This is an optimization exercise on Yosys and OpenROAD, whose aim is small area, a short achievable clock period and few clock cycles, not a production implementation. Only simulation tests tie the RTL to the original design; equivalence was not proved. No activity file was given, so power comes from the tool's default toggle rates.

`flow/constraint.sdc`:
```
create_clock -name core_clock -period 135.0 [get_ports {clk_i}]
set_input_delay 27.0000 -clock core_clock [delete_from_list [all_inputs] [get_ports {clk_i}]]
set_output_delay 27.0000 -clock core_clock [all_outputs]
set_load 0.01 [all_outputs]
```
`flow/standard.sh`:
```
#!/bin/bash
# synth_recipe.tcl (not shown) runs the flow's synth.tcl, then flattens the netlist and writes it again
# the make line also repeats each setting of config.mk as NAME=value (left out here)
make -C /OpenROAD-flow-scripts/flow DESIGN_CONFIG=/design/flow/config.mk WORK_HOME=/design/flow/orfs CLKGATE_MAP_FILE= SYNTH_SCRIPT=/design/flow/synth_recipe.tcl "${@:-finish}"
```
`flow/config.mk`:
```
export PLATFORM = sky130hd
export DESIGN_NAME = AtomBones
export DESIGN_NICKNAME = AtomBones
export VERILOG_FILES = /design/flow/design.v
export SDC_FILE = /design/flow/constraint.sdc
export NUM_CORES = 8
export LEC_CHECK = 0
export CAP_MARGIN = 30
export CORE_MARGIN = 2
export CORE_UTILIZATION = 60
export SLEW_MARGIN = 20
export SYNTH_HIERARCHICAL = 1
export SYNTH_MINIMUM_KEEP_SIZE = 0
```
`flow/design.v`:
```
`timescale 1ns/1ps
`default_nettype none
module Decode
(
    input   wire    [31:0]  instr_i,
    output  wire    [4:0]   rd_o,
    output  wire    [4:0]   rs1_o,
    output  wire    [4:0]   rs2_o,
    output  wire    [2:0]   f3_o,
    output  wire            lui_o,
    output  wire            auipc_o,
    output  wire            jal_o,
    output  wire            jalr_o,
    output  wire            branch_o,
    output  wire            load_o,
    output  wire            store_o,
    output  wire            op_o,        
    output  wire            md_o,        
    output  wire            system_o,    
    output  wire            rd_we_o,     
    output  wire            use_rs1_o,
    output  wire            use_rs2_o,
    output  wire            sub_o,       
    output  wire            sra_o,
    output  wire    [31:0]  imm_o,       
    output  wire    [31:0]  bimm_o       
);
    wire [4:0] opc = instr_i[6:2];
    wire [2:0] f3  = instr_i[14:12];
    assign rd_o  = instr_i[11:7];
    assign rs1_o = instr_i[19:15];
    assign rs2_o = instr_i[24:20];
    assign f3_o  = f3;
    assign lui_o    = (opc == 5'b01101);
    assign auipc_o  = (opc == 5'b00101);
    assign jal_o    = (opc == 5'b11011);
    assign jalr_o   = (opc == 5'b11001);
    assign branch_o = (opc == 5'b11000);
    assign load_o   = (opc == 5'b00000);
    assign store_o  = (opc == 5'b01000);
    wire   opimm    = (opc == 5'b00100);
    wire   op       = (opc == 5'b01100);
    assign op_o     = op & ~instr_i[25];
    assign md_o     = op &  instr_i[25];
    assign system_o = (opc == 5'b11100);
    assign rd_we_o  = (rd_o != 5'd0) &
                      (lui_o | auipc_o | jal_o | jalr_o | load_o | opimm | op | system_o);
    assign use_rs1_o = ~(lui_o | auipc_o | jal_o);
    assign use_rs2_o = op | store_o | branch_o;
    assign sub_o = branch_o | ((op | opimm) & (f3 == 3'b010 | f3 == 3'b011)) |
                   (op & instr_i[30] & (f3 == 3'b000));
    assign sra_o = instr_i[30];
    wire [31:0] imm_i = {{20{instr_i[31]}}, instr_i[31:20]};
    wire [31:0] imm_s = {{20{instr_i[31]}}, instr_i[31:25], instr_i[11:7]};
    wire [31:0] imm_u = {instr_i[31:12], 12'd0};
    wire [31:0] imm_j = {{12{instr_i[31]}}, instr_i[19:12], instr_i[20], instr_i[30:21], 1'b0};
    assign imm_o = store_o ? imm_s :
                   (lui_o | auipc_o) ? imm_u :
                   jal_o ? imm_j : imm_i;
    assign bimm_o = {{20{instr_i[31]}}, instr_i[7], instr_i[30:25], instr_i[11:8], 1'b0};
endmodule
`default_nettype none
module RfAoi222 (input wire a1, a2, b1, b2, c1, c2, output wire y);
    assign y = ~((a1 & a2) | (b1 & b2) | (c1 & c2));
endmodule
module RfAoi22 (input wire a1, a2, b1, b2, output wire y);
    assign y = ~((a1 & a2) | (b1 & b2));
endmodule
module RfNand4 (input wire a, b, c, d, output wire y);
    assign y = ~(a & b & c & d);
endmodule
module RfNand3 (input wire a, b, c, output wire y);
    assign y = ~(a & b & c);
endmodule
module RfOr3 (input wire a, b, c, output wire y);
    assign y = a | b | c;
endmodule
module RfRdBit (input wire [30:0] s, input wire [30:0] d, output wire y);
    wire [10:0] t;
    genvar k;
    generate
        for (k = 0; k < 9; k = k + 1) begin : a3
            RfAoi222 u (.a1(s[3*k]), .a2(d[3*k]), .b1(s[3*k+1]), .b2(d[3*k+1]),
                        .c1(s[3*k+2]), .c2(d[3*k+2]), .y(t[k]));
        end
    endgenerate
    RfAoi22 u9  (.a1(s[27]), .a2(d[27]), .b1(s[28]), .b2(d[28]), .y(t[9]));
    RfAoi22 u10 (.a1(s[29]), .a2(d[29]), .b1(s[30]), .b2(d[30]), .y(t[10]));
    wire n0, n1, n2;
    RfNand4 v0 (.a(t[0]), .b(t[1]), .c(t[2]),  .d(t[3]), .y(n0));
    RfNand4 v1 (.a(t[4]), .b(t[5]), .c(t[6]),  .d(t[7]), .y(n1));
    RfNand3 v2 (.a(t[8]), .b(t[9]), .c(t[10]), .y(n2));
    RfOr3   w  (.a(n0), .b(n1), .c(n2), .y(y));
endmodule
module RegisterFile
(
    input   wire            Clk_i,
    input   wire            Rst_i,
    input   wire    [4:0]   Ra_Sel_i,
    output  wire    [31:0]  Ra_o,
    input   wire    [4:0]   Rb_Sel_i,
    output  wire    [31:0]  Rb_o,
    input   wire            Data_We_i,
    input   wire    [4:0]   Rd_Sel_i,
    input   wire    [31:0]  Data_i
);
    reg [31:1] valid;
    wire [31:0] regs [1:31];
    genvar g, b;
    generate
        for (g = 1; g < 32; g = g + 1) begin : r
            reg [31:0] q;
            always @(posedge Clk_i)
                if (Data_We_i && Rd_Sel_i == g)
                    q <= Data_i;
            assign regs[g] = q;
        end
    endgenerate
    always @(posedge Clk_i) begin
        if (Rst_i)
            valid <= 31'd0;
        else if (Data_We_i && Rd_Sel_i != 5'd0)
            valid[Rd_Sel_i] <= 1'b1;
    end
    wire [30:0] sa, sb;
    generate
        for (g = 1; g < 32; g = g + 1) begin : sel
            assign sa[g-1] = (Ra_Sel_i == g) & valid[g];
            assign sb[g-1] = (Rb_Sel_i == g) & valid[g];
        end
        for (b = 0; b < 32; b = b + 1) begin : rd
            wire [30:0] col;
            for (g = 1; g < 32; g = g + 1) begin : c
                assign col[g-1] = regs[g][b];
            end
            RfRdBit pa (.s(sa), .d(col), .y(Ra_o[b]));
            RfRdBit pb (.s(sb), .d(col), .y(Rb_o[b]));
        end
    endgenerate
endmodule
`default_nettype none
module RcAdd #(parameter W = 32)
(
    input   wire    [W-1:0] a_i,
    input   wire    [W-1:0] b_i,
    input   wire            c_i,
    output  wire    [W-1:0] s_o,
    output  wire            c_o
);
    wire [W:0] c;
    assign c[0] = c_i;
    genvar i;
    generate
        for (i = 0; i < W; i = i + 1) begin : fa
            assign s_o[i]  = a_i[i] ^ b_i[i] ^ c[i];
            assign c[i+1]  = (a_i[i] & b_i[i]) | (c[i] & (a_i[i] ^ b_i[i]));
        end
    endgenerate
    assign c_o = c[W];
endmodule
module Alu
(
    input   wire    [31:0]  a_i,
    input   wire    [31:0]  b_i,
    input   wire            sub_i,       
    input   wire    [2:0]   f3_i,        
    input   wire            sra_i,       
    input   wire            sh_ovr_i,    
    input   wire    [31:0]  sh_x_i,
    input   wire    [4:0]   sh_s_i,
    output  reg     [31:0]  result_o,
    output  wire    [31:0]  sum_o,
    output  wire    [31:0]  shift_o,
    output  wire            eq_o,
    output  wire            lt_o,
    output  wire            ltu_o
);
    wire carry;
    RcAdd #(.W(32)) add
    (
        .a_i    (a_i),
        .b_i    (b_i ^ {32{sub_i}}),
        .c_i    (sub_i),
        .s_o    (sum_o),
        .c_o    (carry)
    );
    wire [31:0] x_ab = a_i ^ b_i;
    assign eq_o  = ~|x_ab;
    assign ltu_o = ~carry;
    assign lt_o  = (a_i[31] ^ b_i[31]) ? a_i[31] : sum_o[31];
    function [31:0] reverse;
        input [31:0] x;
        integer k;
        begin
            for (k = 0; k < 32; k = k + 1)
                reverse[31-k] = x[k];
        end
    endfunction
    wire        left   = sh_ovr_i | (f3_i == 3'b001);
    wire [31:0] sh_src = sh_ovr_i ? sh_x_i : a_i;
    wire [4:0]  sh_amt = sh_ovr_i ? sh_s_i : b_i[4:0];
    wire [31:0] sh_in  = left ? reverse(sh_src) : sh_src;
    wire        sh_fill = sra_i & ~left & sh_src[31];
    /*verilator lint_off UNUSEDSIGNAL*/
    wire [32:0] sh_out = $signed({sh_fill, sh_in}) >>> sh_amt;
    /*verilator lint_on UNUSEDSIGNAL*/
    assign shift_o = left ? reverse(sh_out[31:0]) : sh_out[31:0];
    always @(*) begin
        case (f3_i)
            3'b000:  result_o = sum_o;
            3'b001:  result_o = shift_o;
            3'b010:  result_o = {31'd0, lt_o};
            3'b011:  result_o = {31'd0, ltu_o};
            3'b100:  result_o = x_ab;
            3'b101:  result_o = shift_o;
            3'b110:  result_o = a_i | b_i;
            default: result_o = a_i & b_i;
        endcase
    end
endmodule
module MulDiv
(
    input   wire            clk_i,
    input   wire            rst_i,
    input   wire    [31:0]  a_i,         
    input   wire    [31:0]  b_i,         
    input   wire    [2:0]   f3_i,        
    input   wire            go_i,        
    output  wire            done_o,      
    output  wire    [31:0]  res_o,
    input   wire    [31:0]  p_i,
    input   wire    [31:0]  q_i,
    output  wire    [31:0]  q_o,         
    output  wire    [31:0]  sh_x_o,      
    output  wire    [4:0]   sh_s_o,
    input   wire    [31:0]  sh_y_i
);
    reg         act;         
    wire [31:0] P = p_i;     
    wire [31:0] Q = q_i;     
    reg [31:0]  Bs;          
    reg [5:0]   cnt;         
    wire first  = ~act;
    wire is_div = f3_i[2];
    wire is_mul   = (f3_i[1:0] == 2'b00);
    wire a_signed = (f3_i[1:0] == 2'b01) | (f3_i[1:0] == 2'b10);
    wire corr     = ~is_mul & ~(f3_i[1:0] == 2'b01) & b_i[31];    
    wire [35:0] bx = {3'b000, b_i, 1'b0};
    wire [8:0]  g0 = bx[8:0];
    wire [8:0]  g1 = bx[16:8];
    wire [8:0]  g2 = bx[24:16];
    wire [8:0]  g3 = bx[32:24];
    wire nz1 = ~((g1 == 9'h000) | (g1 == 9'h1ff));
    wire nz2 = ~((g2 == 9'h000) | (g2 == 9'h1ff));
    wire nz3 = ~((g3 == 9'h000) | (g3 == 9'h1ff));
    wire [2:0] k0 = nz3 ? 3'd3 : nz2 ? 3'd2 : nz1 ? 3'd1 : 3'd0;
    wire [2:0] didx = first ? (is_mul ? k0 : 3'd0) : cnt[2:0];
    reg  [8:0] g;
    always @(*) begin
        case (didx)
            3'd0:    g = g0;
            3'd1:    g = g1;
            3'd2:    g = g2;
            3'd3:    g = g3;
            default: g = 9'b000000010;       
        endcase
    end
    wire [32:0] A33 = {a_signed & a_i[31], a_i};
    wire [39:0] pp [0:3];
    wire [3:0]  pneg;
    genvar gj;
    generate
        for (gj = 0; gj < 4; gj = gj + 1) begin : booth
            wire b2 = g[2*gj+2];
            wire b1 = g[2*gj+1];
            wire b0 = g[2*gj];
            wire one = b1 ^ b0;
            wire two = (b2 & ~b1 & ~b0) | (~b2 & b1 & b0);
            wire ng  = b2 & ~(b1 & b0);
            wire [33:0] m  = one ? {A33[32], A33} : (two ? {A33, 1'b0} : 34'd0);
            wire [33:0] mx = m ^ {34{ng}};
            wire [39:0] e  = {{6{mx[33]}}, mx};
            assign pp[gj]   = e << (2 * gj);
            assign pneg[gj] = ng;
        end
    endgenerate
    wire [39:0] X = first  ? 40'd0 :
                    is_mul ? {8'd0, P[23:0], 8'd0} :
                             {{8{P[31]}}, P};
    wire [39:0] nb = {33'd0, pneg[3], 1'b0, pneg[2], 1'b0, pneg[1], 1'b0, pneg[0]};
    wire [39:0] s1, c1, s2, c2, s3, c3, s4, c4;
    assign s1 = X ^ pp[0] ^ pp[1];
    assign c1 = {((X & pp[0]) | (pp[1] & (X ^ pp[0]))), 1'b0} ;
    assign s2 = pp[2] ^ pp[3] ^ nb;
    assign c2 = {((pp[2] & pp[3]) | (nb & (pp[2] ^ pp[3]))), 1'b0};
    assign s3 = s1 ^ c1 ^ s2;
    assign c3 = {((s1 & c1) | (s2 & (s1 ^ c1))), 1'b0};
    assign s4 = s3 ^ c3 ^ c2;
    assign c4 = {((s3 & c3) | (c2 & (s3 ^ c3))), 1'b0};
    wire [39:0] S;
    wire        clo;
    wire [19:0] shi0, shi1;
    RcAdd #(.W(20)) mfl  (.a_i(s4[19:0]),  .b_i(c4[19:0]),  .c_i(1'b0), .s_o(S[19:0]), .c_o(clo));
    RcAdd #(.W(20)) mfh0 (.a_i(s4[39:20]), .b_i(c4[39:20]), .c_i(1'b0), .s_o(shi0), .c_o());
    RcAdd #(.W(20)) mfh1 (.a_i(s4[39:20]), .b_i(c4[39:20]), .c_i(1'b1), .s_o(shi1), .c_o());
    assign S[39:20] = clo ? shi1 : shi0;
    wire        noshift  = is_mul | (didx == 3'd4);
    wire        mul_done = is_mul ? (didx == 3'd0) : ((didx == 3'd3) & ~corr) | (didx == 3'd4);
    wire [31:0] mul_res  = noshift ? S[31:0] : S[39:8];
    wire [2:0]  mul_cnt  = is_mul ? didx - 3'd1 : didx + 3'd1;
    wire sgn = ~f3_i[0];
    wire rem = f3_i[1];
    wire sa  = sgn & a_i[31];
    wire sb  = sgn & b_i[31];
    wire neg = rem ? sa : (sa ^ sb);
    wire fix = ~first & (cnt == 6'd0);       
    wire [32:0] t1 = {1'b0, P} - {1'b0, Bs};
    wire        q1 = ~t1[32];
    wire [31:0] R1 = q1 ? t1[31:0] : P;
    wire [31:0] t2;
    wire        c2o;
    RcAdd #(.W(32)) sub2
    (
        .a_i    (R1),
        .b_i    (~{1'b0, Bs[31:1]}),
        .c_i    (1'b1),
        .s_o    (t2),
        .c_o    (c2o)
    );
    wire        q2 = c2o;
    wire [31:0] R2 = q2 ? t2 : R1;
    wire        two = |cnt[5:1];
    wire [31:0] Rn = two ? R2 : R1;
    wire [31:0] Qn = two ? {Q[29:0], q1, q2} : {Q[30:0], q1};
    wire [31:0] raw = rem ? Rn : Qn;
    wire [31:0] nin  = first ? a_i : (rem ? P : Q);
    wire [31:0] nout, bneg;
    wire [32:0] na, nb2;
    assign na[0]  = 1'b1;
    assign nb2[0] = 1'b1;
    genvar gn;
    generate
        for (gn = 0; gn < 32; gn = gn + 1) begin : negs
            assign nout[gn]  = ~nin[gn] ^ na[gn];
            assign na[gn+1]  = ~nin[gn] & na[gn];
            assign bneg[gn]  = ~b_i[gn] ^ nb2[gn];
            assign nb2[gn+1] = ~b_i[gn] & nb2[gn];
        end
    endgenerate
    wire [31:0] amag = sa ? nout : a_i;
    wire [31:0] bmag = sb ? bneg : b_i;
    function [5:0] bitlen;
        input [31:0] x;
        integer k;
        begin
            bitlen = 6'd0;
            for (k = 0; k < 32; k = k + 1)
                if (x[k]) bitlen = k[5:0] + 6'd1;
        end
    endfunction
    wire [5:0] la = bitlen(amag);
    wire [5:0] lb = bitlen(bmag);
    wire       bz = ~|b_i;
    wire       a_lt_b = (la < lb);
    wire [5:0] s6 = la - lb;
    assign sh_x_o = bmag;
    assign sh_s_o = s6[4:0];
    wire [5:0] cnt_dec = cnt - (two ? 6'd2 : 6'd1);
    wire div_done = first ? (bz | a_lt_b) : (fix | (~two | (cnt == 6'd2)) & ~neg);
    wire [31:0] div_res = first ? ((rem | ~bz) ? (rem ? a_i : 32'd0) : 32'hffffffff)
                                : (fix ? nout : raw);
    assign done_o = is_div ? div_done : mul_done;
    assign res_o  = is_div ? (div_done ? div_res : (first ? amag : Rn)) : mul_res;
    assign q_o    = first ? 32'd0 : Qn;
    always @(posedge clk_i) begin
        if (rst_i)
            act <= 1'b0;
        else if (go_i)
            act <= ~done_o;
    end
    always @(posedge clk_i) begin
        if (go_i) begin
            if (is_div) begin
                if (first) begin
                    Bs  <= sh_y_i;
                    cnt <= s6 + 6'd1;
                end else begin
                    Bs  <= {2'b00, Bs[31:2]};
                    cnt <= cnt_dec;
                end
            end else begin
                cnt <= {3'd0, mul_cnt};
            end
        end
    end
endmodule
`default_nettype none
module CSR_Unit
(
    input   wire            clk_i,
    input   wire            rst_i,
    input   wire [11:0]     addr_i,
    output  wire [31:0]     data_o
);
    reg [63:0]  csr_cycle;
    wire [64:0] cy;
    assign cy[0] = 1'b1;
    genvar i;
    generate
        for (i = 0; i < 64; i = i + 1) begin : inc
            assign cy[i+1] = cy[i] & csr_cycle[i];
        end
    endgenerate
    always @(posedge clk_i) begin
        if (rst_i)
            csr_cycle <= 64'd0;
        else
            csr_cycle <= csr_cycle ^ cy[63:0];
    end
    assign data_o = (addr_i == 12'hc00) ? csr_cycle[31:0] :
                    (addr_i == 12'hc80) ? csr_cycle[63:32] : 32'd0;
endmodule
`default_nettype none
module AtomRV
(
    input   wire            clk_i,
    input   wire            rst_i,
    output  wire    [31:0]  imem_addr_o,
    input   wire    [31:0]  imem_data_i,
    output  wire            imem_valid_o,
    input   wire            imem_ack_i,
    output  wire    [31:0]  dmem_addr_o,
    input   wire    [31:0]  dmem_data_i,
    output  wire    [31:0]  dmem_data_o,
    output  wire     [3:0]  dmem_sel_o,
    output  wire            dmem_we_o,
    output  wire            dmem_valid_o,
    input   wire            dmem_ack_i
);
    reg  [31:2] pc_f;
    reg         fetch_en;
    reg         v_e;
    reg  [31:0] ir;
    reg  [31:2] pc_e;
    reg         p_e;         
    reg         m_v;         
    reg         m_we;        
    reg         m_wen;       
    reg         m_load;
    reg  [31:0] m_addr;
    reg  [31:0] m_data;      
    reg  [3:0]  m_sel;
    reg  [4:0]  m_rd;
    reg  [3:0]  m_lb0;
    reg         m_l1w, m_l1h, m_lhi;
    reg  [3:0]  m_ssel;
    wire [4:0]  rd, rs1, rs2;
    wire [2:0]  f3;
    wire        is_lui, is_auipc, is_jal, is_jalr, is_br, is_ld, is_st, is_op, is_md, is_sys;
    wire        rd_we, use1, use2, sub, sra;
    wire [31:0] imm, bimm;
    Decode decode
    (
        .instr_i    (ir),
        .rd_o       (rd),
        .rs1_o      (rs1),
        .rs2_o      (rs2),
        .f3_o       (f3),
        .lui_o      (is_lui),
        .auipc_o    (is_auipc),
        .jal_o      (is_jal),
        .jalr_o     (is_jalr),
        .branch_o   (is_br),
        .load_o     (is_ld),
        .store_o    (is_st),
        .op_o       (is_op),
        .md_o       (is_md),
        .system_o   (is_sys),
        .rd_we_o    (rd_we),
        .use_rs1_o  (use1),
        .use_rs2_o  (use2),
        .sub_o      (sub),
        .sra_o      (sra),
        .imm_o      (imm),
        .bimm_o     (bimm)
    );
    wire [31:0] rf1, rf2;
    wire [31:0] ld_val;
    wire        rf_we = m_wen;
    wire [31:0] rf_wd = m_load ? ld_val : m_data;
    RegisterFile rf
    (
        .Clk_i      (clk_i),
        .Rst_i      (rst_i),
        .Ra_Sel_i   (rs1),
        .Ra_o       (rf1),
        .Rb_Sel_i   (rs2),
        .Rb_o       (rf2),
        .Data_We_i  (rf_we),
        .Rd_Sel_i   (m_rd),
        .Data_i     (rf_wd)
    );
    wire m_fwd = m_wen & ~m_load;
    wire [31:0] rs1v = (m_fwd && m_rd == rs1) ? m_data : rf1;
    wire [31:0] rs2v = (m_fwd && m_rd == rs2) ? m_data : rf2;
    wire load_use = m_wen & m_load & ((use1 && m_rd == rs1) || (use2 && m_rd == rs2));
    wire csr_wait = is_sys & m_v;
    wire md_done;
    wire md_go    = v_e & is_md & ~m_v & ~load_use;
    wire ex_want  = v_e & ~load_use & ~csr_wait & ~(is_md & (m_v | ~md_done));
    wire mem_free = ~m_v | dmem_ack_i;
    wire ex_go    = ex_want & mem_free;
    wire ex_free  = ~v_e | ex_go;
    wire [31:0] pc_e32 = {pc_e, 2'b00};
    wire [31:0] op_a = is_lui ? 32'd0 : ((is_auipc | is_jal) ? pc_e32 : rs1v);
    wire [31:0] op_b = (is_op | is_md | is_br) ? rs2v : imm;
    wire [31:0] alu_res, sum, shift_out;
    wire        eq, lt, ltu;
    wire [31:0] md_sh_x;
    wire [4:0]  md_sh_s;
    wire [31:0] md_res;
    wire [31:0] md_q;
    Alu alu
    (
        .a_i        (op_a),
        .b_i        (op_b),
        .sub_i      (sub),
        .f3_i       ((is_op | ~is_md & (ir[4] & ~ir[2])) ? f3 : 3'b000),
        .sra_i      (sra),
        .sh_ovr_i   (is_md),
        .sh_x_i     (md_sh_x),
        .sh_s_i     (md_sh_s),
        .result_o   (alu_res),
        .sum_o      (sum),
        .shift_o    (shift_out),
        .eq_o       (eq),
        .lt_o       (lt),
        .ltu_o      (ltu)
    );
    MulDiv muldiv
    (
        .clk_i      (clk_i),
        .rst_i      (rst_i),
        .a_i        (rs1v),
        .b_i        (rs2v),
        .f3_i       (f3),
        .go_i       (md_go),
        .done_o     (md_done),
        .res_o      (md_res),
        .p_i        (m_data),
        .q_i        (m_addr),
        .q_o        (md_q),
        .sh_x_o     (md_sh_x),
        .sh_s_o     (md_sh_s),
        .sh_y_i     (shift_out)
    );
    wire [31:2] tsum;
    RcAdd #(.W(30)) tadd (.a_i(pc_e), .b_i(p_e ? 30'd1 : bimm[31:2]), .c_i(1'b0), .s_o(tsum), .c_o());
    wire br_cond = (f3[2] ? (f3[1] ? ltu : lt) : eq) ^ f3[0];
    wire taken   = is_jal | is_jalr | (is_br & (br_cond ^ p_e));
    wire [31:2] target = is_br ? tsum : sum[31:2];
    wire [31:0] csr_val;
    CSR_Unit csr_unit
    (
        .clk_i      (clk_i),
        .rst_i      (rst_i),
        .addr_i     (ir[31:20]),
        .data_o     (csr_val)
    );
    reg [31:0] ex_res;
    always @(*) begin
        if (is_st)
            ex_res = f3[1] ? rs2v : (f3[0] ? {2{rs2v[15:0]}} : {4{rs2v[7:0]}});
        else if (is_jal | is_jalr)
            ex_res = {pc_f, 2'b00};      
        else if (is_sys)
            ex_res = csr_val;
        else if (is_md)
            ex_res = md_res;
        else
            ex_res = alu_res;
    end
    reg [3:0] ld_lb0, ld_ssel;
    always @(*) begin
        case (f3[1:0])
            2'b00:   ld_lb0 = 4'b0001 << sum[1:0];
            2'b01:   ld_lb0 = sum[1] ? 4'b0100 : 4'b0001;
            default: ld_lb0 = 4'b0001;
        endcase
        case ({f3[2], f3[1:0]})
            3'b000:  ld_ssel = 4'b0001 << sum[1:0];
            3'b001:  ld_ssel = sum[1] ? 4'b1000 : 4'b0010;
            default: ld_ssel = 4'b0000;
        endcase
    end
    reg [3:0] st_sel;
    always @(*) begin
        case (f3[1:0])
            2'b00:   st_sel = 4'b0001 << sum[1:0];
            2'b01:   st_sel = sum[1] ? 4'b1100 : 4'b0011;
            default: st_sel = 4'b1111;
        endcase
    end
    wire redirect = ex_go & taken;
    wire [31:2] pc_inc;
    wire [30:0] pcc;
    assign pcc[0] = 1'b1;
    genvar gi;
    generate
        for (gi = 0; gi < 30; gi = gi + 1) begin : pcinc
            assign pc_inc[gi+2] = pc_f[gi+2] ^ pcc[gi];
            assign pcc[gi+1]    = pc_f[gi+2] & pcc[gi];
        end
    endgenerate
    wire fetched  = fetch_en & imem_ack_i;
    wire [31:0] fi = imem_data_i;
    wire        f_bwd = (fi[6:2] == 5'b11000) & fi[31];
    wire [10:0] f_off = {fi[31], fi[7], fi[30:25], fi[11:9]};
    wire [11:0] f_lo  = {1'b0, pc_f[12:2]} + {1'b0, f_off};
    wire [31:13] pc_hi_dec;
    wire [19:0] phb;
    assign phb[0] = 1'b1;
    genvar gh;
    generate
        for (gh = 0; gh < 19; gh = gh + 1) begin : hidec
            assign pc_hi_dec[gh+13] = pc_f[gh+13] ^ phb[gh];
            assign phb[gh+1]        = ~pc_f[gh+13] & phb[gh];
        end
    endgenerate
    wire [31:2] f_target = {f_lo[11] ? pc_f[31:13] : pc_hi_dec, f_lo[10:0]};
    assign imem_addr_o  = {pc_f, 2'b00};
    assign imem_valid_o = fetch_en;
    always @(posedge clk_i) begin
        if (rst_i) begin
            fetch_en <= 1'b0;
            pc_f     <= 30'd0;
            v_e      <= 1'b0;
        end else begin
            fetch_en <= 1'b1;
            if (redirect) begin
                pc_f <= target;
                v_e  <= 1'b0;
            end else if (ex_free) begin
                v_e  <= fetched;
                if (fetched)
                    pc_f <= f_bwd ? f_target : pc_inc;
            end
        end
    end
    always @(posedge clk_i) begin
        if (ex_free) begin
            ir   <= imem_data_i;
            pc_e <= pc_f;
            p_e  <= f_bwd;
        end
    end
    always @(posedge clk_i) begin
        if (rst_i) begin
            m_v   <= 1'b0;
            m_wen <= 1'b0;
        end else if (mem_free) begin
            m_v   <= ex_want & (is_ld | is_st);
            m_wen <= ex_want & rd_we;
        end
    end
    always @(posedge clk_i) begin
        if (mem_free) begin
            m_we   <= is_st;
            m_load <= is_ld;
            m_addr <= is_md ? md_q : sum;
            m_data <= ex_res;
            m_sel  <= st_sel;
            m_rd   <= rd;
            m_lb0  <= ld_lb0;
            m_l1w  <= f3[1] | (f3[0] & ~sum[1]);
            m_l1h  <= ~f3[1] & f3[0] & sum[1];
            m_lhi  <= f3[1];
            m_ssel <= ld_ssel;
        end
    end
    assign dmem_valid_o = m_v;
    assign dmem_we_o    = m_we;
    assign dmem_addr_o  = {m_addr[31:2], 2'b00};
    assign dmem_sel_o   = m_sel;
    assign dmem_data_o  = m_data;
    wire [31:0] d = dmem_data_i;
    wire        ld_sign = |(m_ssel & {d[31], d[23], d[15], d[7]});
    wire [7:0]  ld_b0 = ({8{m_lb0[0]}} & d[7:0])   | ({8{m_lb0[1]}} & d[15:8]) |
                        ({8{m_lb0[2]}} & d[23:16]) | ({8{m_lb0[3]}} & d[31:24]);
    wire [7:0]  ld_b1 = m_l1w ? d[15:8] : (m_l1h ? d[31:24] : {8{ld_sign}});
    wire [15:0] ld_hi = m_lhi ? d[31:16] : {16{ld_sign}};
    assign ld_val = {ld_hi, ld_b1, ld_b0};
endmodule
`default_nettype none
 module AtomBones
(
    input   wire    clk_i,
    input   wire    rst_i,
    output  wire    [31:0]  imem_addr_o,     
    input   wire    [31:0]  imem_data_i,     
    output  wire            imem_valid_o,    
    input   wire            imem_ack_i,      
    output  wire    [31:0]  dmem_addr_o,     
    input   wire    [31:0]  dmem_data_i,     
    output  wire    [31:0]  dmem_data_o,     
    output  wire    [3:0]   dmem_sel_o,      
    output  wire            dmem_we_o,       
    output  wire            dmem_valid_o,    
    input   wire            dmem_ack_i       
);
    AtomRV atom_core
    (
        .clk_i          (clk_i),   
        .rst_i          (rst_i),   
        .imem_addr_o    (imem_addr_o),   
        .imem_data_i    (imem_data_i),   
        .imem_valid_o   (imem_valid_o),   
        .imem_ack_i     (imem_ack_i),   
        .dmem_addr_o    (dmem_addr_o),   
        .dmem_data_i    (dmem_data_i),   
        .dmem_data_o    (dmem_data_o),   
        .dmem_sel_o     (dmem_sel_o),   
        .dmem_we_o      (dmem_we_o),   
        .dmem_valid_o   (dmem_valid_o),   
        .dmem_ack_i     (dmem_ack_i)
    );
endmodule
```
`flow/flow/run.sh`:
```
#!/bin/bash
# Layout flow: the standard flow (standard.sh) with repair_timing asked to
# work the paths to and from the ports down to a 28.6 ns period (setup
# margin 106.4 ns at the 135 ns clock), no gate cloning, and faster port
# buffers. Tool output goes to standard.log here.
bash standard.sh SETUP_SLACK_MARGIN=106.4 SKIP_GATE_CLONING=1 "BUFFER_PORTS_ARGS=-buffer_cell sky130_fd_sc_hd__buf_2" finish > standard.log 2>&1
```
==> results.cfg, run 1 <==
[worst_hold_path]
min_path_type = flip-flop to flip-flop

[routing]
avgRoutedWirePerCell_um = 41.28
route.detailed.drc = 0
wl_met2_um = 160200
post_drt_via_cell_ratio = 7.972
num_vias = 80000
routed.top_layer = met5
first_pass_iters = 22
wl_met1_um = 135200
drtIter0Drc = 17650
met3_length_um = 81340
antenna_left = 0
drt_wl_total_um = 414300

[floorplan]
dieArea_um2 = 148300
ios = 171
core_area_um2 = 143800
start_util_pct = 60.57
fp.dieW_um = 385.0
fp-row-count = 139
die_h_um = 385.0

[run_status]
status = complete, no violations

[sta]
slew_headroom_pct = 16.97
fin_ws_ns = 106.33
finalSetupViolations = 0
hold_violations = 0
rsz0062_at_grt = true
worstMarginPinSlew_ns = 1.245
clock.fmax_mhz = 34.87
tns_ns = 0
finClkSkew_ns = 0.08106
fin_crit_ns = 28.67
maxSlewViolCount = 0
post-route-period-util_pct = 21.24

[grt]
grt_max_degree = 74
grt_pass1_vias = 73420
grt_use_total_pct = 54.84
grt_pass1_wl_um = 565000
overflow = 0
antenna_found_initial = 84

[critical_path]
cp.required_ns = 108.00
path_depth = 1
rr_worst_depth = 60
rrSetupSlack_ns = 112.71
crit_buf_inv = 1
slowest_delay_ns = 0.64
rr_startpoint = atom_core.ir[20]$_DFFE_PP_
setup.worst_path.end = dmem_data_o[5]
crit_path_start_kind = flip-flop
cp_max_fo = 2
arrival_ns = 1.67
path_delay_family = flip-flops
r2r_end = atom_core.m_data[18]$_DFFE_PN_
critPathCaptureType = output pin
path_cells = buf_2
cp-startpoint = atom_core.m_data[5]$_DFFE_PN_
crit_type = flip-flop to output pin
cpMaxStageDelayCell = edfxtp_1

[placed_design]
dpl_worst_slack_ns = 105.37
globalplace.congestion = 1.107
dpl.hpwl_um = 284100
io_buffers = 164

[layout]
ff_latch_area_um2 = 37950
multi_input_area_um2 = 45690
final_common_cell = edfxtp_1
fillers = 10790
nets = 8592
layout-drive-gt1-share_pct = 17.64
most-common-layout-cells = edfxtp_1 (1,176), a222oi_1 (582), inv_1 (480)
area_growth_syn_to_layout_pct = 10.61

[cts]
worstSkewPairLatency_ns = 0.84
cts.sink_count = 1306
cts.clk_slew.worst_paths_ns = 0.06
cts_buffers = 138
cts_tree = done
cts_max_path_buffers = 3
htreeDepth = 4
cts-root-buf = clkbuf_16

[power_and_ir_drop]
power_mw = 1.049
pwr_density_cell_nw_per_um2 = 10.88
ir_drop_mv = 0.01525
power_leakage_nw = 35.98

[synth]
yosysWarnings = 11
syn_area_um2 = 87110
syn_area_per_cell_um2 = 11.21
synth_cells = 7773

[flow_run]
max_cap_viol_count = 0
registers in the layout (all words and copies together) (netlist names), 31 cells and up:
register and count:
atom_core.m_data 32, atom_core.muldiv.Bs 32, atom_core.csr_unit.csr_cycle 64, atom_core.rf.r.q 992, atom_core.rf.valid 31, atom_core.m_addr 32
worst min-delay path by stage:
stage / startpoint / endpoint / slack [ns] / depth (start not counted)
floorplan: atom_core.csr_unit.csr_cycle[0]$_SDFF_PP0_ / atom_core.csr_unit.csr_cycle[0]$_SDFF_PP0_ / 0.42 / 1
global placement: atom_core.csr_unit.csr_cycle[0]$_SDFF_PP0_ / atom_core.csr_unit.csr_cycle[0]$_SDFF_PP0_ / 0.44 / 1
detailed placement: atom_core.csr_unit.csr_cycle[0]$_SDFF_PP0_ / atom_core.csr_unit.csr_cycle[0]$_SDFF_PP0_ / 0.47 / 1
CTS: atom_core.rf.valid[8]$_SDFFE_PP0P_ / atom_core.rf.valid[8]$_SDFFE_PP0P_ / 0.49 / 2
global route: atom_core.csr_unit.csr_cycle[0]$_SDFF_PP0_ / atom_core.csr_unit.csr_cycle[0]$_SDFF_PP0_ / 0.51 / 1
finish: atom_core.rf.valid[28]$_SDFFE_PP0P_ / atom_core.rf.valid[28]$_SDFFE_PP0P_ / 0.50 / 2
layout make-up:
cell class	count	area share [%]
Antenna cell	91	0.2363
Timing Repair Buffer	533	3.932
Clock inverter	76	0.9726
Inverter	485	1.893
Tap cell	1903	2.471
Clock buffer	163	3.692
Multi-Input combinational cell	5479	47.42
Sequential cell	1306	39.39
metal layers:
| metal | GRT usage [%] | up-vias |
|---|---|---|
| met3 | 33.42 | 2102 |
| met5 | 4.224 | - |
| met2 | 72.79 | 8468 |
| met4 | 34.71 | 80 |
| met1 | 66.08 | 38440 |
| li1 | - | 30910 |
power by group:
group / switching, mW / internal (mW)
sequential: 0.00836 / 0.459
clock: 0.174 / 0.212
combinational: 0.141 / 0.0547
total: 0.323 / 0.726
timing repair:
action                                  in CTS  in global routing
resized for setup                           40                 23
hold buffers                                 0                  0
endpoints found under the setup margin     119                256
buffers inserted                            17                  6
pin swaps                                    1                  0
stage by stage:
step | instances | hold slack [ns] | util [%] | cell area (µm²)
6_report | 10040 | 0.4972 | 66.99 | 96350
5_1_grt | 9957 | 0.5073 | 66.86 | 96160
4_1_cts | 9928 | 0.4914 | 66.66 | 95870
3_5_place_dp | 9672 | 0.4665 | 63.35 | 91110
3_3_place_gp | 9662 | 0.4364 | 63.25 | 90970
2_1_floorplan | 7782 | 0.4167 | - | 87390
Testbench counts, summed over its fixed seeds: cycles 515,098.
==> run 2, diff against run 1 <==
--- a/flow/design.v
+++ b/flow/design.v
@@ -219,4 +219,7 @@
     end
 endmodule
+module MdBoothCell (input wire one, two, ng, a, am1, output wire y);
+    assign y = ((one & a) | (two & am1)) ^ ng;
+endmodule
 module MulDiv
 (
@@ -275,12 +278,16 @@
             wire b1 = g[2*gj+1];
             wire b0 = g[2*gj];
-            wire one = b1 ^ b0;
-            wire two = (b2 & ~b1 & ~b0) | (~b2 & b1 & b0);
-            wire ng  = b2 & ~(b1 & b0);
-            wire [33:0] m  = one ? {A33[32], A33} : (two ? {A33, 1'b0} : 34'd0);
-            wire [33:0] mx = m ^ {34{ng}};
+            wire bone = b1 ^ b0;
+            wire btwo = (b2 & ~b1 & ~b0) | (~b2 & b1 & b0);
+            wire bng = b2 & ~(b1 & b0);
+            wire [33:0] mx;
+            wire [34:0] ae = {A33[32], A33, 1'b0};
+            genvar gb;
+            for (gb = 0; gb < 34; gb = gb + 1) begin : sel
+                MdBoothCell u (.one(bone), .two(btwo), .ng(bng), .a(ae[gb+1]), .am1(ae[gb]), .y(mx[gb]));
+            end
             wire [39:0] e  = {{6{mx[33]}}, mx};
             assign pp[gj]   = e << (2 * gj);
-            assign pneg[gj] = ng;
+            assign pneg[gj] = bng;
         end
     endgenerate
==> flow/flow/run.sh (replaced) <==
#!/bin/bash
# Layout flow: the standard flow (standard.sh) with repair_timing asked to
# work the paths to and from the ports down to a 28.6 ns period (setup
# margin 106.4 ns at the 135 ns clock), no gate cloning, faster port
# buffers, and a clock tree of smaller buffers without dummy loads.
# Tool output goes to standard.log here.
bash standard.sh SETUP_SLACK_MARGIN=106.4 SKIP_GATE_CLONING=1 \
  "BUFFER_PORTS_ARGS=-buffer_cell sky130_fd_sc_hd__buf_2" \
  "CTS_ARGS=-sink_clustering_enable -repair_clock_nets -dont_use_dummy_load -buf_list {sky130_fd_sc_hd__clkbuf_4 sky130_fd_sc_hd__clkbuf_8}" \
  finish > standard.log 2>&1
--- a/flow/config.mk
+++ b/flow/config.mk
@@ -8,5 +8,6 @@
 export CAP_MARGIN = 30
 export CORE_MARGIN = 2
-export CORE_UTILIZATION = 60
+export CORE_UTILIZATION = 45
+export GPL_TIMING_DRIVEN = 0
 export SLEW_MARGIN = 20
 export SYNTH_HIERARCHICAL = 1
==> run 2 against run 1 <==
Compared with the run above:
- routed wire length rose by 11%
- global-route usage decreased by 9.4 points
- sequential power is essentially flat
- worst setup slack worse by 0.13 ns
- worst hold slack got worse by 0.048 ns
- critical path depth grew 1
- sequential share of layout area decreased by 1.8 points
- critical endpoint is now dmem_data_o[7]
- register-to-register slack worse by 0.69 ns
- cell count increased by 8.8%
- design area rose by 5.0%
==> results.cfg, run 2 <==
[critical_path]
r2r_end = atom_core.m_data[31]$_DFFE_PN_
cp_max_fo = 2
cp.required_ns = 108.00
rrSetupSlack_ns = 112.02
crit_type = flip-flop to output pin
rr_startpoint = atom_core.ir[20]$_DFFE_PP_
rr_worst_depth = 67
arrival_ns = 1.80
critPathCaptureType = output pin
slowest_delay_ns = 0.55
crit_buf_inv = 2
cpMaxStageDelayCell = edfxtp_1
path_delay_family = flip-flops
crit_path_start_kind = flip-flop
path_cells = buf_12 -> buf_6

[routing]
drt_wl_total_um = 460500
antenna_left = 0
route.detailed.drc = 0
first_pass_iters = 11
post_drt_via_cell_ratio = 7.261
avgRoutedWirePerCell_um = 42.18
drtIter0Drc = 15950
num_vias = 79270

[layout]
area_growth_syn_to_layout_pct = 16.70
largest_register_ffs = 992
nets = 9012
reg_top3 = atom_core.rf.r.q: 992 flops, atom_core.csr_unit.csr_cycle: 64 flops
final_common_cell = edfxtp_1
largest-register = atom_core.rf.r.q
most-common-layout-cells = edfxtp_1 (1,176), a222oi_1 (581), inv_1 (481)
layout.cells.non_filler = 10920
layout-drive-gt1-share_pct = 20.88

[floorplan]
start_util_pct = 45.16
core_area_um2 = 192000
dieArea_um2 = 196200
ios = 171
die_h_um = 442.9
fp-row-count = 161
fp.dieW_um = 442.9

[worst_hold_path]
hold_end = atom_core.csr_unit.csr_cycle[0]$_SDFF_PP0_
min-delay-start = atom_core.csr_unit.csr_cycle[0]$_SDFF_PP0_
min_path_type = flip-flop to flip-flop
hold_depth = 1

[synth]
yosysWarnings = 11
syn_area_um2 = 86690
synth_cells = 7590
syn_area_per_cell_um2 = 11.42

[cts]
cts_max_path_buffers = 3
cts_tree = done
cts_hold_buffers = 0
worstSkewPairLatency_ns = 1.04
cts.sink_count = 1306
htreeDepth = 4
cts.clk_slew.worst_paths_ns = 0.05
cts-root-buf = clkbuf_8
cts_buffers = 212

[sta]
hold_violations = 0
fin_ws_ns = 106.20
finalSetupViolations = 0
hold_slack_ns = 0.4496
tns_ns = 0
fin_crit_ns = 28.80
finClkSkew_ns = 0.2210
clock.fmax_mhz = 34.72
rsz0062_at_grt = true
post-route-period-util_pct = 21.34
maxSlewViolCount = 0
slew_headroom_pct = 18.69
worstMarginPinSlew_ns = 1.201

[power_and_ir_drop]
pwr_density_cell_nw_per_um2 = 9.585
ir_drop_mv = 0.01238
power_leakage_nw = 36.81

[placed_design]
dpl.hpwl_um = 350000
globalplace.congestion = 1.054
io_buffers = 164
dpl_worst_slack_ns = 105.62
place_inst = 10540

[grt]
overflow = 0
grt_pass1_vias = 73760
grt_pass1_wl_um = 615800
grt_use_total_pct = 45.45
antenna_found_initial = 73
grt_max_degree = 63

[flow_run]
max_cap_viol_count = 0

[run_status]
status = complete, no violations
==> run 2: worst max path at each step <==
stage                                  startpoint  depth (start not counted)                            endpoint
floorplan                         dmem_data_i[23]                          7  atom_core.rf.r[10].q[27]$_DFFE_PP_
global placement                  dmem_data_i[23]                          8  atom_core.rf.r[13].q[27]$_DFFE_PP_
detailed placement                 imem_data_i[5]                          7     atom_core.pc_f[23]$_SDFFE_PP0P_
CTS                 atom_core.m_data[5]$_DFFE_PN_                          2                      dmem_data_o[5]
global route        atom_core.m_data[0]$_DFFE_PN_                          2                      dmem_data_o[0]
finish              atom_core.m_data[7]$_DFFE_PN_                          2                      dmem_data_o[7]
==> run 2: timing repair <==
item | 4_1_cts | 5_1_grt
pin swaps | 0 | 0
setup endpoints to repair | 89 | 56
setup buffers | 111 | 12
gates resized for setup | 130 | 30
endpoints found under the hold margin | 0 | 0
==> run 2: where the power goes <==
| group | internal, mW | leakage (nW) | switching [mW] |
|---|---|---|---|
| clock | 0.137 | 1.52 | 0.146 |
| sequential | 0.459 | 12.1 | 0.00802 |
| combinational | 0.0709 | 23.2 | 0.149 |
| total | 0.667 | 36.8 | 0.303 |
==> run 2: area by class of cell <==
class | instances | area [µm²]
fillers | 16890 | 90810
multi-input cells | 5369 | 45830
flip-flops and latches | 1306 | 37990
repair buffers | 544 | 6974
well taps | 2526 | 3161
clock buffers | 212 | 2918
plain buffers | 443 | 2405
inverters | 485 | 1821
diodes | 32 | 80.08
==> run 2: worst reg2reg max path, delay by kind of cell (launching register included) <==
family	cells	cell delay [ns]
and+or+nand+nor	14	4.37
AOI/OAI and AO/OA	11	4.30
adders and majority gates	26	10.38
muxes	3	1.18
DFF	1	0.56
xor gates and xnor gates	1	0.19
buffers and inverters	12	1.69
==> run 2: through the flow <==
step	util, %	total power, mW	cell area, µm²
floorplan	-	0.5630	86990
global placement	47.39	0.6492	90970
detailed placement	50.25	0.6640	96480
CTS	52.51	0.9548	100800
global route	52.66	0.9873	101100
finish	52.70	0.9697	101200
==> run 2: layer usage <==
metal  share of wire, %  vias to the layer above  track usage (%)
met5              0.054                        -                0
met2                 41                     6776            63.74
met4                7.0                       32            26.01
met3                 15                     1341            17.71
li1                   -                    31600                -
met1                 37                    39520            59.47
Testbench counts of run 2, summed over its fixed seeds: cycles 515,098.
==> run 3, diff against run 2 <==
--- a/flow/config.mk
+++ b/flow/config.mk
@@ -9,5 +9,5 @@
 export CORE_MARGIN = 2
 export CORE_UTILIZATION = 45
-export GPL_TIMING_DRIVEN = 0
+export PLACE_DENSITY = 0.75
 export SLEW_MARGIN = 20
 export SYNTH_HIERARCHICAL = 1
==> run 3 against run 2 <==
Compared with the run above:
- utilization fell by 2.6 points
- area after synthesis did not move
- highest routed layer unchanged
- clock-buffer cell count fell by 3
- combinational power fell by 12%
- worst setup slack got worse by 0.062 ns
- cell count fell by 3.6%
- register-to-register slack improved by 1.8 ns
- critical path depth did not move
- flip-flop and latch count did not move
- sequential power barely moved
- total power fell by 2.8%
==> results.cfg, run 3 <==
[routing]
post_drt_via_cell_ratio = 7.314
num_vias = 77010
drtIter0Drc = 15690
first_pass_iters = 13
route.detailed.drc = 0
drt_wl_total_um = 411800
avgRoutedWirePerCell_um = 39.11
antenna_left = 0

[critical_path]
slowest_delay_ns = 0.57
cp.required_ns = 108.00
crit_top_cell = buf_6
cp_max_fo = 2
cpMaxStageDelayCell = edfxtp_1
crit_path_start_kind = flip-flop
crit_buf_inv = 2
path_cells = buf_6 -> buf_6
path_delay_family = flip-flops
crit_type = flip-flop to output pin
critPathCaptureType = output pin
arrival_ns = 1.86

[floorplan]
fp-row-count = 161
dieArea_um2 = 196200
ios = 171
start_util_pct = 45.16
fp.dieW_um = 442.9
core_area_um2 = 192000
die_h_um = 442.9

[sta]
maxSlewViolCount = 0
fin_ws_ns = 106.14
tns_ns = 0
slew_headroom_pct = 18.76
finClkSkew_ns = 0.1453
fin_crit_ns = 28.86
worstMarginPinSlew_ns = 1.203
hold_violations = 0
post-route-period-util_pct = 21.38
clock.fmax_mhz = 34.64
rsz0062_at_grt = true
finalSetupViolations = 0

[synth]
yosysWarnings = 11
syn_area_per_cell_um2 = 11.42
synth_cells = 7590
syn_area_um2 = 86690

[power_and_ir_drop]
power_leakage_nw = 35.08
pwr_density_cell_nw_per_um2 = 9.811
ir_drop_mv = 0.008066

[layout]
reg_top3 = atom_core.rf.r.q: 992 flops, atom_core.csr_unit.csr_cycle: 64 flops
layout.cells.non_filler = 10530
nets = 8615
largest_register_ffs = 992
most-common-layout-cells = edfxtp_1 (1,176), a222oi_1 (581), inv_1 (480)
final_common_cell = edfxtp_1
layout-drive-gt1-share_pct = 19.38
area_growth_syn_to_layout_pct = 10.87
largest-register = atom_core.rf.r.q
fillers = 16740

[grt]
grt_pass1_vias = 72580
grt_use_total_pct = 40.55
grt_max_degree = 71
antenna_found_initial = 84
grt_pass1_wl_um = 561100
overflow = 0

[cts]
cts_buffers = 209
cts_tree = done
worstSkewPairLatency_ns = 1.00
htreeDepth = 4
cts.sink_count = 1306
cts_hold_buffers = 0
cts.clk_slew.worst_paths_ns = 0.06
cts-root-buf = clkbuf_8
cts_max_path_buffers = 3

[placed_design]
dpl.hpwl_um = 281700
io_buffers = 164
place_inst = 10190
globalplace.congestion = 1.069
dpl_worst_slack_ns = 105.30

[run_status]
status = complete, no violations

[flow_run]
max_cap_viol_count = 0

[worst_hold_path]
min_path_type = flip-flop to flip-flop
[run 3: where the power goes]
part	internal, mW	switching [mW]	leakage [nW]
registers	0.459	0.00750	12.1
clock network	0.135	0.148	1.50
logic	0.0571	0.137	21.5
total	0.651	0.292	35.1
[run 3: area by class of cell]
| type | count | area (µm²) | area share [%] |
|---|---|---|---|
| inverter | 485 | 1823 | 1.897 |
| sequential | 1306 | 38020 | 39.56 |
| tap | 2526 | 3161 | 3.288 |
| clock buffer | 209 | 2877 | 2.993 |
| timing repair buffer | 593 | 4584 | 4.770 |
| antenna | 41 | 102.6 | 0.1067 |
| multi-input combinational | 5369 | 45550 | 47.39 |
[run 3: per-stage QoR]
stage          total power [mW]  hold slack (ns)  util (%)  area (µm²)
4_1_cts                  0.9275           0.4546     49.91       95820
2_1_floorplan            0.5630           0.4167         -       86990
6_report                 0.9430           0.4489     50.07       96120
3_3_place_gp             0.6408           0.4275     47.72       91610
3_5_place_dp             0.6445           0.4428     47.85       91850
5_1_grt                  0.9584           0.4911     50.02       96030
[run 3: worst paths after layout]
| path | from | to | slack [ns] | cells past startpoint |
|---|---|---|---|---|
| setup reg to reg | atom_core.ir[20]$_DFFE_PP_ | atom_core.m_data[31]$_DFFE_PN_ | 113.78 | 66 |
| hold reg to reg | atom_core.csr_unit.csr_cycle[0]$_SDFF_PP0_ | atom_core.csr_unit.csr_cycle[0]$_SDFF_PP0_ | 0.45 | 1 |
| setup / recovery | atom_core.m_data[21]$_DFFE_PN_ | dmem_data_o[21] | 106.14 | 2 |
| hold / removal | atom_core.csr_unit.csr_cycle[0]$_SDFF_PP0_ | atom_core.csr_unit.csr_cycle[0]$_SDFF_PP0_ | 0.45 | 1 |
[run 3: timing repair]
| item | CTS | global route |
|---|---|---|
| gates cloned | 0 | 0 |
| buffers inserted | 74 | 7 |
| gates resized for setup | 138 | 7 |
| pin swaps | 0 | 2 |
| setup endpoints to repair | 110 | 133 |
[run 3: worst register-to-register path, delay by kind of cell, from the launching register on]
family          cells  cell delay, ns
compound gates     12            3.75
buf+inv            11            1.66
mux                 3            1.09
fa+ha+maj          25            9.84
xor+xnor            1            0.19
flops               1            0.71
simple gates       14            3.74
[run 3: metal layers]
metal / vias to the layer above / GRT usage, % / share of wire [%]
met4: 62 / 28.69 / 9.1
li1: 30790 / - / -
met1: 37230 / 49.22 / 34
met5: - / 0 / 0.11
met3: 1719 / 18.22 / 17
met2: 7210 / 56.98 / 40
==> run 4, diff against run 3 <==
--- a/flow/config.mk
+++ b/flow/config.mk
@@ -9,5 +9,4 @@
 export CORE_MARGIN = 2
 export CORE_UTILIZATION = 45
-export PLACE_DENSITY = 0.75
 export SLEW_MARGIN = 20
 export SYNTH_HIERARCHICAL = 1
==> run 4 against run 3 <==
Compared with the run above:
- critical path depth rose by 1
- clock skew fell by 0.0041 ns
- utilization barely moved
- fmax rose by 0.57%
- area after synthesis did not move
- sequential share of layout area barely moved
- register-to-register slack got worse by 0.51 ns
- first-iteration DRC count fell by 7.7%
- cell count fell by 0.33%
- critical path type unchanged
- critical endpoint is now dmem_data_o[7]
- largest cell class unchanged
- largest power group unchanged
==> results.cfg, run 4 <==
[placed_design]
globalplace.congestion = 1.082
io_buffers = 164
dpl_cell_area_um2 = 91700
dpl.hpwl_um = 270000
dpl_worst_slack_ns = 105.08

[sta]
tns_ns = 0
fin_crit_ns = 28.70
finClkSkew_ns = 0.1412
finalSetupViolations = 0
maxSlewViolCount = 0
post-route-period-util_pct = 21.26
rsz0062_at_grt = true
hold_violations = 0
clock.fmax_mhz = 34.84
fin_ws_ns = 106.30
slew_headroom_pct = 22.36
hold_slack_ns = 0.4675
worstMarginPinSlew_ns = 1.163

[critical_path]
crit_type = flip-flop to output pin
arrival_ns = 1.70
crit_path_start_kind = flip-flop
cp.required_ns = 108.00
rr_worst_depth = 66
critPathCaptureType = output pin
cp_max_fo = 2

[routing]
first_pass_iters = 14
drt_wl_total_um = 399700
antenna_left = 0
wl_met2_um = 160700
route.detailed.drc = 0
met3_length_um = 64310
wl_met1_um = 142800
post_drt_via_cell_ratio = 7.197
num_vias = 75530
drtIter0Drc = 14490
avgRoutedWirePerCell_um = 38.09
routed.top_layer = met5

[synth]
syn_area_per_cell_um2 = 11.42
yosysWarnings = 11
synth_cells = 7590
syn_area_um2 = 86690

[layout]
nets = 8592
largest-register = atom_core.rf.r.q
fillers = 17200
layout-drive-gt1-share_pct = 19.27
area_growth_syn_to_layout_pct = 10.77
reg_top3 = atom_core.rf.r.q: 992 flops, atom_core.csr_unit.csr_cycle: 64 flops
final_common_cell = edfxtp_1
largest_register_ffs = 992
most-common-layout-cells = edfxtp_1 (1,176), a222oi_1 (581), inv_1 (480)
final_cell_area_um2 = 96030

[cts]
cts.clk_slew.worst_paths_ns = 0.06
htreeDepth = 4
cts_buffers = 220
worstSkewPairLatency_ns = 1.01
cts-root-buf = clkbuf_8
cts.sink_count = 1306
cts_hold_buffers = 0
cts_max_path_buffers = 3
cts_tree = done

[floorplan]
fp.dieW_um = 442.9
core_area_um2 = 192000
ios = 171
fp-row-count = 161
dieArea_um2 = 196200
die_h_um = 442.9
start_util_pct = 45.16

[grt]
grt_max_degree = 129
grt_pass1_vias = 70820
grt_pass1_wl_um = 547400
overflow = 0
grt_use_total_pct = 39.46
antenna_found_initial = 60

[run_status]
status = complete, no violations

[worst_hold_path]
hold_depth = 1
min_path_type = flip-flop to flip-flop

[power_and_ir_drop]
power_uw = 947.0
pwr_density_cell_nw_per_um2 = 9.862
ir_drop_mv = 0.009090
power_leakage_nw = 34.97

[flow_run]
max_cap_viol_count = 0
run 4: final cells by class:
| class | count | area (µm²) | area share [%] |
|---|---|---|---|
| multi-input combinational | 5369 | 45590 | 47.47 |
| tap | 2526 | 3161 | 3.291 |
| sequential | 1306 | 38020 | 39.60 |
| antenna | 29 | 72.57 | 0.07557 |
| timing repair buffer | 559 | 4337 | 4.516 |
| inverter | 485 | 1823 | 1.898 |
| clock buffer | 220 | 3028 | 3.153 |
run 4: stage by stage:
stage          std cells  util (%)
3_3_place_gp       10160     47.72
5_1_grt            10470     49.99
3_5_place_dp       10170     47.77
2_1_floorplan       7603         -
4_1_cts            10460     49.93
6_report           10490     50.02
run 4: final timing paths:
| path | slack [ns] | start | end |
|---|---|---|---|
| max | 106.30 | atom_core.m_data[7]$_DFFE_PN_ | dmem_data_o[7] |
| min | 0.47 | atom_core.csr_unit.csr_cycle[0]$_SDFF_PP0_ | atom_core.csr_unit.csr_cycle[0]$_SDFF_PP0_ |
| max reg2reg | 113.27 | atom_core.ir[22]$_DFFE_PP_ | atom_core.m_data[31]$_DFFE_PN_ |
| min reg2reg | 0.47 | atom_core.csr_unit.csr_cycle[0]$_SDFF_PP0_ | atom_core.csr_unit.csr_cycle[0]$_SDFF_PP0_ |
run 4: power by group:
group	switching [mW]	internal, mW	leakage, nW
clock	0.150	0.142	1.58
combinational	0.132	0.0574	21.3
sequential	0.00664	0.459	12.1
total	0.289	0.658	35.0
run 4: critical path, stage by stage, from the launching register on:
cell and delay (ns):
edfxtp_1 0.38, buf_6 0.17, buf_12 0.15, buf_6 0.12
run 4: repair_timing:
action | CTS | global route
pin swaps | 1 | 0
endpoints found under the setup margin | 113 | 105
setup buffers | 69 | 1
resized for setup | 152 | 7
run 4: per-layer routing:
layer / vias to the layer above / track usage, %
li1: 30710 / -
met1: 37150 / 50.32
met2: 6370 / 54.86
met3: 1268 / 16.04
met4: 34 / 25.84
met5: - / 0
==> run 5, diff against run 4 <==
==> flow/flow/run.sh (replaced) <==
#!/bin/bash
# Layout flow: the standard flow (standard.sh) with repair_timing asked to
# work the paths to and from the ports down to a 28.4 ns period (setup
# margin 106.6 ns at the 135 ns clock), no gate cloning, faster port
# buffers, and a clock tree of smaller buffers without dummy loads.
# Tool output goes to standard.log here.
bash standard.sh SETUP_SLACK_MARGIN=106.6 SKIP_GATE_CLONING=1 \
  "BUFFER_PORTS_ARGS=-buffer_cell sky130_fd_sc_hd__buf_2" \
  "CTS_ARGS=-sink_clustering_enable -repair_clock_nets -dont_use_dummy_load -buf_list {sky130_fd_sc_hd__clkbuf_4 sky130_fd_sc_hd__clkbuf_8}" \
  finish > standard.log 2>&1
==> run 5 against run 4 <==
Compared with the run above:
- clock skew rose by 0.063 ns
- sequential share of layout area decreased by 0.21 points
- critical path depth shrank 2
- cell count up 0.55%
- routed wire length is 4.3% higher
- highest routed layer unchanged
- synthesized cell count unchanged
- via count rose by 0.71%
- total power grew 0.25%
- flip-flop and latch count did not move
==> results.cfg, run 5 <==
[run_status]
status = complete, no violations

[placed_design]
io_buffers = 164
dpl_worst_slack_ns = 105.17
dpl.hpwl_um = 287100
globalplace.congestion = 1.067
place_inst = 10180
dpl_cell_area_um2 = 91740

[power_and_ir_drop]
power_uw = 949.3
power_leakage_nw = 35.28
ir_drop_mv = 0.007819
pwr_density_cell_nw_per_um2 = 9.830

[cts]
cts.clk_slew.worst_paths_ns = 0.06
cts_buffers = 217
cts-root-buf = clkbuf_8
cts.sink_count = 1306
htreeDepth = 4
worstSkewPairLatency_ns = 1.04
cts_max_path_buffers = 3
cts_tree = done

[critical_path]
rr_startpoint = atom_core.ir[23]$_DFFE_PP_
rrSetupSlack_ns = 113.41
path_cells = buf_2
crit_path_start_kind = flip-flop
cpMaxStageDelayCell = edfxtp_1
arrival_ns = 1.72
r2r_end = atom_core.m_data[31]$_DFFE_PN_
cp.required_ns = 108.00
rr_worst_depth = 66
crit_buf_inv = 1
crit_type = flip-flop to output pin
critPathCaptureType = output pin
cp_max_fo = 1
slowest_delay_ns = 0.62
path_delay_family = flip-flops

[layout]
reg_top3 = atom_core.rf.r.q: 992 flops, atom_core.csr_unit.csr_cycle: 64 flops
most-common-layout-cells = edfxtp_1 (1,176), a222oi_1 (581), inv_1 (479)
final_common_cell = edfxtp_1
largest-register = atom_core.rf.r.q
final_cell_area_um2 = 96580
nets = 8645
largest_register_ffs = 992
layout.cells.non_filler = 10550
layout-drive-gt1-share_pct = 19.74
area_growth_syn_to_layout_pct = 11.40

[sta]
post-route-period-util_pct = 21.27
clock.fmax_mhz = 34.82
finClkSkew_ns = 0.2038
fin_ws_ns = 106.28
maxSlewViolCount = 0
slew_headroom_pct = 18.23
hold_violations = 0
finalSetupViolations = 0
tns_ns = 0
fin_crit_ns = 28.72
rsz0062_at_grt = true
worstMarginPinSlew_ns = 1.211

[grt]
grt_pass1_wl_um = 566900
antenna_found_initial = 58
grt_use_total_pct = 41.16
grt_max_degree = 111
overflow = 0
grt_pass1_vias = 71520

[worst_hold_path]
min_path_type = flip-flop to flip-flop
hold_depth = 1
min-delay-start = atom_core.csr_unit.csr_cycle[0]$_SDFF_PP0_
hold_end = atom_core.csr_unit.csr_cycle[0]$_SDFF_PP0_

[floorplan]
start_util_pct = 45.16
fp-row-count = 161
dieArea_um2 = 196200
die_h_um = 442.9
core_area_um2 = 192000
ios = 171
fp.dieW_um = 442.9

[routing]
avgRoutedWirePerCell_um = 39.52
route.detailed.drc = 0
drtIter0Drc = 14620
antenna_left = 0
first_pass_iters = 13
post_drt_via_cell_ratio = 7.208
num_vias = 76060
drt_wl_total_um = 417000

[synth]
yosysWarnings = 11
syn_area_um2 = 86690
syn_area_per_cell_um2 = 11.42
synth_cells = 7590

[flow_run]
max_cap_viol_count = 0
## run 5: cell types whose count changed in the layout (fill, tap and decap cells not counted), moves of 3 or more
cell / change
o2111ai_2: -4
o2111ai_1: +4
diode_2: +5
buf_4: +56
buf_2: -33
buf_6: +40
buf_12: -4
o41ai_1: +8
mux2_4: +4
clkbuf_8: -3
o41ai_2: -8
dfxtp_4: +7
dfxtp_2: -7
## run 5: area by class of cell
class                      instances  area, µm²
clock buffer                     217       2987
antenna                           34      85.08
multi-input combinational       5369      45550
timing repair buffer             615       4926
fill                           17190      95400
inverter                         485       1823
tap                             2526       3161
sequential                      1306      38040
## run 5: how the worst max path moves through the flow
stage	startpoint	cells past startpoint	slack, ns	endpoint
after floorplan	imem_data_i[26]	8	106.08	atom_core.pc_f[30]$_SDFFE_PP0P_
after global placement	imem_data_i[3]	7	105.19	atom_core.pc_f[28]$_SDFFE_PP0P_
after detailed placement	imem_data_i[3]	7	105.17	atom_core.pc_f[15]$_SDFFE_PP0P_
after CTS	atom_core.m_data[21]$_DFFE_PN_	1	106.27	dmem_data_o[21]
after global routing	atom_core.m_data[15]$_DFFE_PN_	2	106.27	dmem_data_o[15]
final	atom_core.m_sel[2]$_DFFE_PN_	1	106.28	dmem_sel_o[2]
## run 5: repair_timing
action,CTS,global route
setup buffers,99,14
gates resized for setup,203,12
setup endpoints to repair,118,114
hold buffers,0,0
pin swaps,1,5
## run 5: per-stage QoR
step	hold WS (ns)	utilization [%]
finish	0.4620	50.31
global route	0.4837	50.27
CTS	0.4669	50.15
detailed placement	0.4537	47.79
global placement	0.4323	47.74
floorplan	0.4167	-
## run 5: power breakdown
part           internal [mW]  leakage, nW  switching (mW)
Clock                  0.140         1.56           0.149
Sequential             0.459         12.1         0.00643
Combinational         0.0583         21.7           0.137
Total                  0.657         35.3           0.292
## run 5: per-layer routing
layer	wire, µm	share of wire (%)	GRT usage, %	up-vias
met5	447	0.11	0	-
met4	29360	7.0	24.54	42
met3	66000	16	17.46	1192
met2	168600	40	57.30	6188
met1	152600	37	52.91	37860
li1	-	-	-	30780

## static timing again, ports no longer ideal
No port has a modelled driver above. Below, the same layouts with a new extraction and two added sets of constraints.
Step 1: set_driving_cell puts a clkbuf_16 on clk_i and a buf_2 on each other input, an assumption about the parent block.
Step 2 moves the port delays by t, midway between the first and last clock arrival at a register: inputs arrive t later, outputs are due t later. That takes back most of the time a late clock gives input paths.
Slacks: no drivers / after step 1 / after step 2; pairs: no drivers / after step 1.
run	t, ns	setup slack, ns	hold slack, ns	worst setup path at the end	worst data-port slew with drivers (ns)
run 1	0.884	106.325 / 106.241 / 105.554	0.497 / 0.497 / 0.497	input to register	0.13
run 2	1.018	106.197 / 106.108 / 105.495	0.450 / 0.450 / 0.450	input to register	0.06
run 3	1.008	106.135 / 106.055 / 105.439	0.449 / 0.449 / 0.449	input to register	0.10
run 4	1.022	106.298 / 106.213 / 105.538	0.468 / 0.468 / 0.468	input to register	0.10
run 5	1.034	106.279 / 106.186 / 105.649	0.462 / 0.462 / 0.462	input to register	0.05
After both steps setup and hold are still met in every run listed. The setup slack of run 1, which loses most, moves by -0.084 ns with the drivers and by -0.771 ns with both steps.
